What follows belongs to an exercise in optimizing a design on an open flow for small area and a short achievable clock period; a production flow would make more cautious choices. Function was checked by simulation only, so behaviour that the tests miss may differ from the original. No activity file was given, so power comes from the tool's default toggle rates.

// top_level
module top_level (input clk,
						input reset,
						input signed [11:0] entrada,
						input amostra_pronta,
						output flag,
						output reg ctrl,
						output reg [15:0] cnt,
						output reg [15:0] contagem_final,
						output [24:0] freq
						);
Size: about 990 cells after synthesis, ~120 flip-flops, roughly 74 I/O pins.
Settings: LEC_CHECK=0, ABC_AREA=1, CAP_MARGIN=20, CORE_MARGIN=2, CORE_UTILIZATION=70, SLEW_MARGIN=20; clock period 90.0 ns.
run.sh (not shown) runs the stock make flow with config.mk's settings and CLKGATE_MAP_FILE= SYNTH_SCRIPT=/design/flow/synth_recipe.tcl, a recipe that flattens the netlist after the stock synthesis.
Next try:
==> flow/flow/run.sh (new file) <==
#!/bin/bash
# The standard layout (the standard.sh: standard synthesis, floorplan, place,
# CTS, route, finish) with one change: the port buffers that global placement
# inserts are sky130_fd_sc_hd__buf_1 instead of the tool's default choice.
set -euo pipefail
export BUFFER_PORTS_ARGS="-buffer_cell sky130_fd_sc_hd__buf_1"
bash standard.sh finish > flow_standard.log 2>&1
==> flow/standard.sh (new file) <==
#!/bin/bash
# synth_recipe.tcl (not shown) runs the flow's synth.tcl, then flattens the netlist and writes it again
# the make line also repeats each setting of config.mk as NAME=value (left out here)
make -C /OpenROAD-flow-scripts/flow DESIGN_CONFIG=/design/flow/config.mk WORK_HOME=/design/flow/orfs CLKGATE_MAP_FILE= SYNTH_SCRIPT=/design/flow/synth_recipe.tcl "${@:-finish}"
removed: flow/run.sh
What happened: Final cell count is about the same. Critical path depth does not change. Power went down by 3.8%. Via count shrinks by 3.8%. Sequential power shrinks by about 0.8%. Count of clock-buffer cells in the layout does not change. Register-to-register slack stays flat. Setup slack gets better by 0.57 ns. Final area fell by 4.0%.
Next try:
CTS_BUF_LIST = sky130_fd_sc_hd__clkbuf_8   (was not set)
CTS_CLUSTER_DIAMETER = 80   (was not set)
CTS_CLUSTER_SIZE = 30   (was not set)
Routed wire length came out lower by 2.6%.
Clock skew hardly moves.
Sequential share of layout area came out higher by 0.62 points.
Hold slack hardly moves.
Via count came out lower by 1.0%.
Critical path depth is unchanged.
Final cell count does not change.
Core utilization came out lower by 1.7 points.
Global-route usage came out lower by 0.57 points.
Setup slack degrades by 0.063 ns.
Next try:
CTS_BUF_LIST = sky130_fd_sc_hd__clkbuf_2 sky130_fd_sc_hd__clkbuf_4 sky130_fd_sc_hd__clkbuf_8   (was sky130_fd_sc_hd__clkbuf_8)
CTS_CLUSTER_DIAMETER = not set   (was 80)
CTS_CLUSTER_SIZE = not set   (was 30)
Power stays the same.
Core utilization does not change.
Sequential cell count stays the same.
Die area stays the same.
Wire length does not change.
Global-route usage stays the same.
Maximum frequency does not change.
Via count is unchanged.
Final area does not change.
Synthesized area does not change.

top_level, a different RTL version from the one above (not shown whole).
Size: roughly 74 I/O pins, roughly 7500 µm² of cells after synthesis.
Design top_level, start of the top module:
module top_level (input clk,
						input reset,
						input signed [11:0] entrada,
						input amostra_pronta,
						output flag,
						output reg ctrl,
						output reg [15:0] cnt,
						output reg [15:0] contagem_final,
						output [24:0] freq
						);
	wire flag_i;    
	zero_cross  cruza_zero     (.clk(clk),
										 .reset(reset),
										 .enable(amostra_pronta),
										 .x(entrada),
										 .flag(flag),
										 .flag_int(flag_i)
										);
	function [16:0] add16;    
		input [15:0] a;
		input [15:0] b;
		input        ci;
		integer i;
		reg c;
		begin
			c = ci;
			for (i = 0; i < 16; i = i + 1) begin
				add16[i] = a[i] ^ b[i] ^ c;
				c = (a[i] & b[i]) | (c & (a[i] ^ b[i]));
			end
			add16[16] = c;
		end
	endfunction
	function [15:0] inc16;    
		input [15:0] a;
		integer i;
		reg c;
		begin
			c = 1'b1;
			for (i = 0; i < 16; i = i + 1) begin
				inc16[i] = a[i] ^ c;
				c = c & a[i];
			end
		end
	endfunction
	wire [15:0] cnt_inc = inc16(cnt);
	always @ (posedge clk) begin
		if (reset) begin
			if (flag_i) ctrl <= ~ctrl;
			if (ctrl) cnt <= cnt_inc;
			else cnt <= 16'd0;
		end else begin
			ctrl <= 1'b0;
			cnt <= 16'd0;
		end
	end
	always @ (posedge clk) begin
		if (reset) begin
			if (ctrl & flag_i) contagem_final <= cnt_inc;
		end
		else contagem_final <= 16'd0;
	end
	reg [15:0] Q, R;
	reg [9:0]  D;
	reg [10:0] S;
	reg [4:0]  E;
	reg [6:0]  T;
	wire [11:0] m2 = {inc16({5'd0, cnt_inc[11:1]}), cnt_inc[0]};
	wire [16:0] t1 = add16({4'd0, 1'b0, R[10:0]}, {4'd0, ~{1'b0, S}}, 1'b1);   
	wire        c1 = ~t1[12] & (R[15:11] == 5'd0);                            
	wire [16:0] Qn = add16(Q, ~{6'd0, D}, ~c1);                                 
	wire [16:0] Rn = add16(c1 ? cnt_inc : {R[15:11], 11'd0}, {{4{t1[11]}}, t1[11:0]}, c1);
	wire [16:0] y2 = add16({5'd0, S}, {3'd0, ~{5'd0, T, 1'b0}}, ~c1);          
	wire        c2a = y2[12];
	wire [16:0] s1 = add16({4'd0, y2[11:0]}, {4'd0, m2}, 1'b0);                 
  ...
export LEC_CHECK = 0
export ABC_AREA = 1
export CAP_MARGIN = 20
export CORE_MARGIN = 2
export CORE_UTILIZATION = 70
export CTS_BUF_LIST = sky130_fd_sc_hd__clkbuf_8
export SLEW_MARGIN = 20
create_clock -name core_clock -period 90.0 [get_ports {clk}]
standard.sh (not shown) runs the stock make flow with config.mk's settings and CLKGATE_MAP_FILE= SYNTH_SCRIPT=/design/flow/synth_recipe.tcl, a recipe that flattens the netlist after the stock synthesis.
==> flow/flow/run.sh <==
#!/bin/bash
# The standard layout (standard.sh) with two changes:
#  1. after the standard synthesis, its combinational logic is re-mapped by
#     flow/resyn.tcl (ABC script flow/area.abc, the platform's don't-use cells
#     kept out); every flip-flop keeps its instance name and cell type, which is
#     checked, and flow/equiv.ys proves the new netlist equivalent to the
#     standard one before the layout goes on;
#  2. the port buffers that global placement inserts are buf_1 cells.
# Each tool's output goes to a log file of its own in this folder.
set -euo pipefail
export BUFFER_PORTS_ARGS="-buffer_cell sky130_fd_sc_hd__buf_1"
RES=orfs/results/sky130hd/top_level/base
bash standard.sh synth > flow_1_synth.log 2>&1
cp $RES/1_2_yosys.v std_netlist.v
export LIB=$FLOW_HOME/platforms/sky130hd/lib/sky130_fd_sc_hd__tt_025C_1v80.lib
export IN_NETLIST=std_netlist.v OUT_NETLIST=resyn_netlist.v OUT_STAT=resyn_stat.txt TOP=$FLOW_TOP
export ABC_SCRIPT=flow/area.abc
export DONT_USE_LIST="$(grep -m1 '^abc -script' orfs/logs/sky130hd/top_level/base/1_2_yosys.log | grep -o -- '-dont_use [^ ]*' | sed 's/-dont_use //' | tr '\n' ' ')"
yosys -c flow/resyn.tcl > flow_2_resyn.log 2>&1
# the flip-flops must be the standard synthesis's, by name and cell type
diff <(grep -oE 'sky130_fd_sc_hd__[a-z]*df[a-z]*_[0-9]+ +[^ ]+' std_netlist.v | sort) \
     <(grep -oE 'sky130_fd_sc_hd__[a-z]*df[a-z]*_[0-9]+ +[^ ]+' resyn_netlist.v | sort) > flow_3_ffcheck.log 2>&1
sed -e "s#LIBFILE#$LIB#" -e "s#TOPNAME#$FLOW_TOP#g" flow/equiv.ys > equiv_run.ys
yosys equiv_run.ys > flow_4_equiv.log 2>&1
cp resyn_netlist.v $RES/1_2_yosys.v
rm -f $RES/1_synth.odb $RES/1_synth.sdc
bash standard.sh finish > flow_5_finish.log 2>&1
Other scripts of this flow, unchanged in this note and not shown: flow/flow/area.abc, flow/flow/equiv.ys, flow/flow/resyn.tcl
The starting point completed with no timing, DRC or antenna violations.
==> next run, changes <==
--- a/flow/flow/run.sh
+++ b/flow/flow/run.sh
@@ -6,8 +6,11 @@
 #     checked, and flow/equiv.ys proves the new netlist equivalent to the
 #     standard one before the layout goes on;
-#  2. the port buffers that global placement inserts are buf_1 cells.
+#  2. the port buffers that global placement inserts are buf_1 cells;
+#  3. repair_timing aims at 71 ns of setup slack (a 19 ns period) instead of 0,
+#     so that it also speeds up the paths from the inputs and to the outputs.
 # Each tool's output goes to a log file of its own in this folder.
 set -euo pipefail
 export BUFFER_PORTS_ARGS="-buffer_cell sky130_fd_sc_hd__buf_1"
+export SETUP_SLACK_MARGIN=71
 RES=orfs/results/sky130hd/top_level/base
 bash standard.sh synth > flow_1_synth.log 2>&1
Effect: Worst hold slack is worse by 0.0052 ns; worst setup slack is better by 0.81 ns; total power is higher by 1.9%; core utilization is higher by 1.2 points.

top_level, a different RTL version from the one above (not shown whole).
For scale: about 920 cells after synthesis, about 74 I/O pins, roughly 0.0070 mm2 of cells after synthesis.
Settings: LEC_CHECK=0, ABC_AREA=1, CAP_MARGIN=20, CORE_MARGIN=2, CORE_UTILIZATION=55, CTS_BUF_LIST=sky130_fd_sc_hd__clkbuf_8, SLEW_MARGIN=20; clock period 90.0 ns.
==> flow/flow/run.sh <==
#!/bin/bash
# The standard layout (standard.sh) with four changes:
#  1. after the standard synthesis, its combinational logic is re-mapped by
#     flow/resyn.tcl with each ABC script in flow/abc/ (with and without the
#     standard netlist's adder cells kept), and the smallest result is used.
#     Every flip-flop keeps its instance name and cell type, which is checked,
#     and flow/equiv.ys proves the chosen netlist equivalent to the standard one
#     before the layout goes on;
#  2. the port buffers that global placement inserts are buf_1 cells;
#  3. repair_timing aims at 70.8 ns of setup slack (a 19.2 ns period) instead of 0,
#     so that it also speeds up the paths from the inputs and to the outputs,
#     by resizing cells and swapping pins only;
#  4. clock tree synthesis inserts no dummy load cells.
# Each tool's output goes to a log file of its own in this folder.
set -euo pipefail
export BUFFER_PORTS_ARGS="-buffer_cell sky130_fd_sc_hd__buf_1"
export SETUP_SLACK_MARGIN=70.8
export SETUP_MOVE_SEQUENCE="sizeup,swap"
export CTS_ARGS="-sink_clustering_enable -repair_clock_nets -buf_list sky130_fd_sc_hd__clkbuf_8 -dont_use_dummy_load"
RES=orfs/results/sky130hd/top_level/base
bash standard.sh synth > flow_1_synth.log 2>&1
cp $RES/1_2_yosys.v std_netlist.v
export LIB=$FLOW_HOME/platforms/sky130hd/lib/sky130_fd_sc_hd__tt_025C_1v80.lib
export IN_NETLIST=std_netlist.v TOP=$FLOW_TOP
export DONT_USE_LIST="$(grep -m1 '^abc -script' orfs/logs/sky130hd/top_level/base/1_2_yosys.log | grep -o -- '-dont_use [^ ]*' | sed 's/-dont_use //' | tr '\n' ' ')"
ffs() { grep -oE 'sky130_fd_sc_hd__[a-z]*df[a-z]*_[0-9]+ +[^ ]+' "$1" | sort; }
ffs std_netlist.v > std_ffs.txt
: > resyn_areas.txt
for s in flow/abc/*.abc; do
  for k in 0 1; do
    n=resyn_$(basename $s .abc)_k$k
    if ABC_SCRIPT=$s KEEP_ADDERS=$k OUT_NETLIST=$n.v OUT_STAT=$n.stat yosys -c flow/resyn.tcl > flow_2_$n.log 2>&1 \
       && ffs $n.v | cmp -s - std_ffs.txt; then
      echo "$(grep 'Chip area' $n.stat | awk '{print $NF}') $n" >> resyn_areas.txt
    fi
  done
done
sort -g resyn_areas.txt > resyn_ranked.txt
chosen=""
while read -r area n; do
  sed -e "s#LIBFILE#$LIB#" -e "s#TOPNAME#$FLOW_TOP#g" -e "s#resyn_netlist.v#$n.v#" flow/equiv.ys > equiv_$n.ys
  if yosys equiv_$n.ys > flow_3_equiv_$n.log 2>&1; then chosen=$n; break; fi
done < resyn_ranked.txt
echo "chosen: ${chosen:-standard netlist}" > flow_4_choice.log
if [[ -n "$chosen" ]]; then
  cp $chosen.v $RES/1_2_yosys.v
  rm -f $RES/1_synth.odb $RES/1_synth.sdc
fi
bash standard.sh finish > flow_5_finish.log 2>&1
==> flow/flow/abc/s6.abc <==
strash; &get -n; &deepsyn -T 60; &put; strash; &get -n; &dch -f; &nf -R 1000; &put; strash; dc2; &get -n; &dch -f; &nf -R 1000; &put; topo; buffer -N 10; dnsize -c
==> flow/flow/abc/s7.abc <==
strash; dc2; &get -n; &deepsyn -T 20 -S 2; &put; strash; &get -n; &dch -f; &nf -R 1000; &put; topo; buffer -N 10; dnsize -c
Other scripts of this flow, unchanged in this note and not shown: flow/flow/abc/s1.abc, flow/flow/abc/s2.abc, flow/flow/abc/s3.abc, flow/flow/abc/s4.abc, flow/flow/abc/s5.abc, flow/flow/equiv.ys, flow/flow/resyn.tcl
The first run ran to the end with no violations.
==> next run, changes <==
--- a/flow/flow/run.sh
+++ b/flow/flow/run.sh
@@ -1,4 +1,4 @@
 #!/bin/bash
-# The standard layout (standard.sh) with four changes:
+# The standard layout (standard.sh) with three changes:
 #  1. after the standard synthesis, its combinational logic is re-mapped by
 #     flow/resyn.tcl with each ABC script in flow/abc/ (with and without the
@@ -8,14 +8,10 @@
 #     before the layout goes on;
 #  2. the port buffers that global placement inserts are buf_1 cells;
-#  3. repair_timing aims at 70.8 ns of setup slack (a 19.2 ns period) instead of 0,
-#     so that it also speeds up the paths from the inputs and to the outputs,
-#     by resizing cells and swapping pins only;
-#  4. clock tree synthesis inserts no dummy load cells.
+#  3. repair_timing aims at 71 ns of setup slack (a 19 ns period) instead of 0,
+#     so that it also speeds up the paths from the inputs and to the outputs.
 # Each tool's output goes to a log file of its own in this folder.
 set -euo pipefail
 export BUFFER_PORTS_ARGS="-buffer_cell sky130_fd_sc_hd__buf_1"
-export SETUP_SLACK_MARGIN=70.8
-export SETUP_MOVE_SEQUENCE="sizeup,swap"
-export CTS_ARGS="-sink_clustering_enable -repair_clock_nets -buf_list sky130_fd_sc_hd__clkbuf_8 -dont_use_dummy_load"
+export SETUP_SLACK_MARGIN=71
 RES=orfs/results/sky130hd/top_level/base
 bash standard.sh synth > flow_1_synth.log 2>&1
--- a/flow/config.mk
+++ b/flow/config.mk
@@ -9,5 +9,5 @@
 export CAP_MARGIN = 20
 export CORE_MARGIN = 2
-export CORE_UTILIZATION = 55
+export CORE_UTILIZATION = 70
 export CTS_BUF_LIST = sky130_fd_sc_hd__clkbuf_8
 export SLEW_MARGIN = 20
removed: flow/flow/abc/s6.abc
removed: flow/flow/abc/s7.abc
Result: The changed run went through all stages and came out clean. Wire length increases by about a fifth. Utilization increases by 20 points. Die area decreases by about a fifth. Clock skew decreases by 3.8 ps. Worst setup slack improves by 130 ps. Sequential power increases slightly. Synthesized cell count increases by a few percent. Design area increases by a little under a tenth. Total power increases by about a fifth. Hold slack degrades by 9.5 ps. Global-route usage increases by 11 points.
==> next run, changes <==
--- a/flow/flow/run.sh
+++ b/flow/flow/run.sh
@@ -1,4 +1,4 @@
 #!/bin/bash
-# The standard layout (standard.sh) with three changes:
+# The standard layout (standard.sh) with four changes:
 #  1. after the standard synthesis, its combinational logic is re-mapped by
 #     flow/resyn.tcl with each ABC script in flow/abc/ (with and without the
@@ -8,10 +8,14 @@
 #     before the layout goes on;
 #  2. the port buffers that global placement inserts are buf_1 cells;
-#  3. repair_timing aims at 71 ns of setup slack (a 19 ns period) instead of 0,
-#     so that it also speeds up the paths from the inputs and to the outputs.
+#  3. repair_timing aims at 71.2 ns of setup slack (an 18.8 ns period) instead of 0,
+#     so that it also speeds up the paths from the inputs and to the outputs,
+#     by resizing cells and swapping pins only;
+#  4. clock tree synthesis inserts no dummy load cells.
 # Each tool's output goes to a log file of its own in this folder.
 set -euo pipefail
 export BUFFER_PORTS_ARGS="-buffer_cell sky130_fd_sc_hd__buf_1"
-export SETUP_SLACK_MARGIN=71
+export SETUP_SLACK_MARGIN=71.2
+export SETUP_MOVE_SEQUENCE="sizeup,swap"
+export CTS_ARGS="-sink_clustering_enable -repair_clock_nets -buf_list sky130_fd_sc_hd__clkbuf_8 -dont_use_dummy_load"
 RES=orfs/results/sky130hd/top_level/base
 bash standard.sh synth > flow_1_synth.log 2>&1
--- a/flow/config.mk
+++ b/flow/config.mk
@@ -9,5 +9,5 @@
 export CAP_MARGIN = 20
 export CORE_MARGIN = 2
-export CORE_UTILIZATION = 70
+export CORE_UTILIZATION = 55
 export CTS_BUF_LIST = sky130_fd_sc_hd__clkbuf_8
 export SLEW_MARGIN = 20
Die area climbs by 26%.
Power drops by 10%.
Utilization drops by 17 points.
Sequential cell count stays the same.
Worst hold slack gets better by 3.1 ps.
Register-to-register slack gets better by 240 ps.
Count of clock-buffer cells in the layout does not change.
Non-clock buffer count drops by 18.
==> next run, changes <==
--- a/flow/flow/run.sh
+++ b/flow/flow/run.sh
@@ -8,5 +8,5 @@
 #     before the layout goes on;
 #  2. the port buffers that global placement inserts are buf_1 cells;
-#  3. repair_timing aims at 71.2 ns of setup slack (an 18.8 ns period) instead of 0,
+#  3. repair_timing aims at 70.6 ns of setup slack (a 19.4 ns period) instead of 0,
 #     so that it also speeds up the paths from the inputs and to the outputs,
 #     by resizing cells and swapping pins only;
@@ -15,5 +15,5 @@
 set -euo pipefail
 export BUFFER_PORTS_ARGS="-buffer_cell sky130_fd_sc_hd__buf_1"
-export SETUP_SLACK_MARGIN=71.2
+export SETUP_SLACK_MARGIN=70.6
 export SETUP_MOVE_SEQUENCE="sizeup,swap"
 export CTS_ARGS="-sink_clustering_enable -repair_clock_nets -buf_list sky130_fd_sc_hd__clkbuf_8 -dont_use_dummy_load"
==> flow/flow/abc/s6.abc (new file) <==
strash; &get -n; &deepsyn -T 60; &put; strash; &get -n; &dch -f; &nf -R 1000; &put; strash; dc2; &get -n; &dch -f; &nf -R 1000; &put; topo; buffer -N 10; dnsize -c
==> flow/flow/abc/s7.abc (new file) <==
strash; dc2; &get -n; &deepsyn -T 20 -S 2; &put; strash; &get -n; &dch -f; &nf -R 1000; &put; topo; buffer -N 10; dnsize -c
What happened:
- power decreases by 5.4%
- first-iteration DRC count decreases by 11%
- area after synthesis decreases by 3.8%
- clock skew hardly moves
- final cell count decreases by 5.4%
- cell area decreases by 10%
- worst hold slack gets better by 4.5 ps
- wire length increases by 4.0%
- worst setup slack gets worse by 220 ps
- combinational power decreases by 9.1%
==> next run, changes <==
--- a/flow/flow/run.sh
+++ b/flow/flow/run.sh
@@ -8,5 +8,5 @@
 #     before the layout goes on;
 #  2. the port buffers that global placement inserts are buf_1 cells;
-#  3. repair_timing aims at 70.6 ns of setup slack (a 19.4 ns period) instead of 0,
+#  3. repair_timing aims at 70.5 ns of setup slack (a 19.5 ns period) instead of 0,
 #     so that it also speeds up the paths from the inputs and to the outputs,
 #     by resizing cells and swapping pins only;
@@ -15,5 +15,5 @@
 set -euo pipefail
 export BUFFER_PORTS_ARGS="-buffer_cell sky130_fd_sc_hd__buf_1"
-export SETUP_SLACK_MARGIN=70.6
+export SETUP_SLACK_MARGIN=70.5
 export SETUP_MOVE_SEQUENCE="sizeup,swap"
 export CTS_ARGS="-sink_clustering_enable -repair_clock_nets -buf_list sky130_fd_sc_hd__clkbuf_8 -dont_use_dummy_load"
removed: flow/flow/abc/s6.abc
removed: flow/flow/abc/s7.abc
After rerunning: The new run ran to the end with no violations. Hold slack gets worse by 15 ps. Sequential share of layout area is lower by 1.1 points. Via count came out higher by 2.8%. Setup slack got worse by 130 ps. Critical path depth is lower by 1. Sequential power is lower by about 0.5%. Global-route usage came out lower by 3.2 points. Synthesized cell count is higher by 6.9%. Maximum frequency shrinks by 0.67%.
==> next run, changes <==
--- a/flow/flow/run.sh
+++ b/flow/flow/run.sh
@@ -8,5 +8,5 @@
 #     before the layout goes on;
 #  2. the port buffers that global placement inserts are buf_1 cells;
-#  3. repair_timing aims at 70.5 ns of setup slack (a 19.5 ns period) instead of 0,
+#  3. repair_timing aims at 71 ns of setup slack (a 19 ns period) instead of 0,
 #     so that it also speeds up the paths from the inputs and to the outputs,
 #     by resizing cells and swapping pins only;
@@ -15,5 +15,5 @@
 set -euo pipefail
 export BUFFER_PORTS_ARGS="-buffer_cell sky130_fd_sc_hd__buf_1"
-export SETUP_SLACK_MARGIN=70.5
+export SETUP_SLACK_MARGIN=71
 export SETUP_MOVE_SEQUENCE="sizeup,swap"
 export CTS_ARGS="-sink_clustering_enable -repair_clock_nets -buf_list sky130_fd_sc_hd__clkbuf_8 -dont_use_dummy_load"
==> flow/flow/abc/s6.abc (new file) <==
strash; &get -n; &deepsyn -T 60; &put; strash; &get -n; &dch -f; &nf -R 1000; &put; strash; dc2; &get -n; &dch -f; &nf -R 1000; &put; topo; buffer -N 10; dnsize -c
==> flow/flow/abc/s7.abc (new file) <==
strash; dc2; &get -n; &deepsyn -T 20 -S 2; &put; strash; &get -n; &dch -f; &nf -R 1000; &put; topo; buffer -N 10; dnsize -c
After rerunning: Clock-buffer cell count is unchanged; via count falls by a few percent; setup slack gets better by 300 ps; design area falls slightly; non-clock buffer count falls by 1.

[port drivers added, routing unchanged]
The flow's constraints put no driver on any port. The routed layouts listed below were extracted and timed again, unchanged, in two steps.
Step 1, drivers: a clkbuf_16 drives clk and a buf_2 each remaining input, both assumed.
Step 2 times the ports against the registers' clock, not the clock port: input delays grow and output delays shrink by t, the midpoint of the rising clock arrivals with the driver on.
a / b / c = ideal / step 1 / step 2; a / b = the first two.
run | t, ns | setup WS [ns] | worst setup path at the end | pins driven straight from the clock port
the first run of note 1 | 0.485 | 69.995 / 69.944 / 69.961 | input to register | 1
the second run of note 1 | 0.469 | 70.562 / 70.519 / 70.479 | input to register | 1
the third run of note 1 | 0.502 | 70.499 / 70.462 / 70.488 | input to register | 1
the fourth run of note 1 | 0.502 | 70.499 / 70.462 / 70.488 | input to register | 1
the first run of note 2 | 0.489 | 70.188 / 70.200 / 69.711 | input to register | 1
the second run of note 2 | 0.490 | 71.002 / 70.966 / 70.618 | input to register | 1
the first run of note 3 | 0.476 | 70.837 / 70.798 / 70.373 | input to register | 1
the second run of note 3 | 0.493 | 70.966 / 70.932 / 70.622 | input to register | 1
the third run of note 3 | 0.485 | 70.959 / 70.920 / 70.568 | input to register | 1
the fourth run of note 3 | 0.471 | 70.735 / 70.730 / 70.278 | input to register | 1
the fifth run of note 3 | 0.470 | 70.604 / 70.587 / 70.149 | input to register | 1
the sixth run of note 3 | 0.461 | 70.904 / 70.864 / 70.434 | input to register | 1
After both steps setup and hold are still met in every run listed. The setup slack of the first run of note 2, which loses most, moves by +0.012 ns with the drivers and by -0.477 ns with both steps.
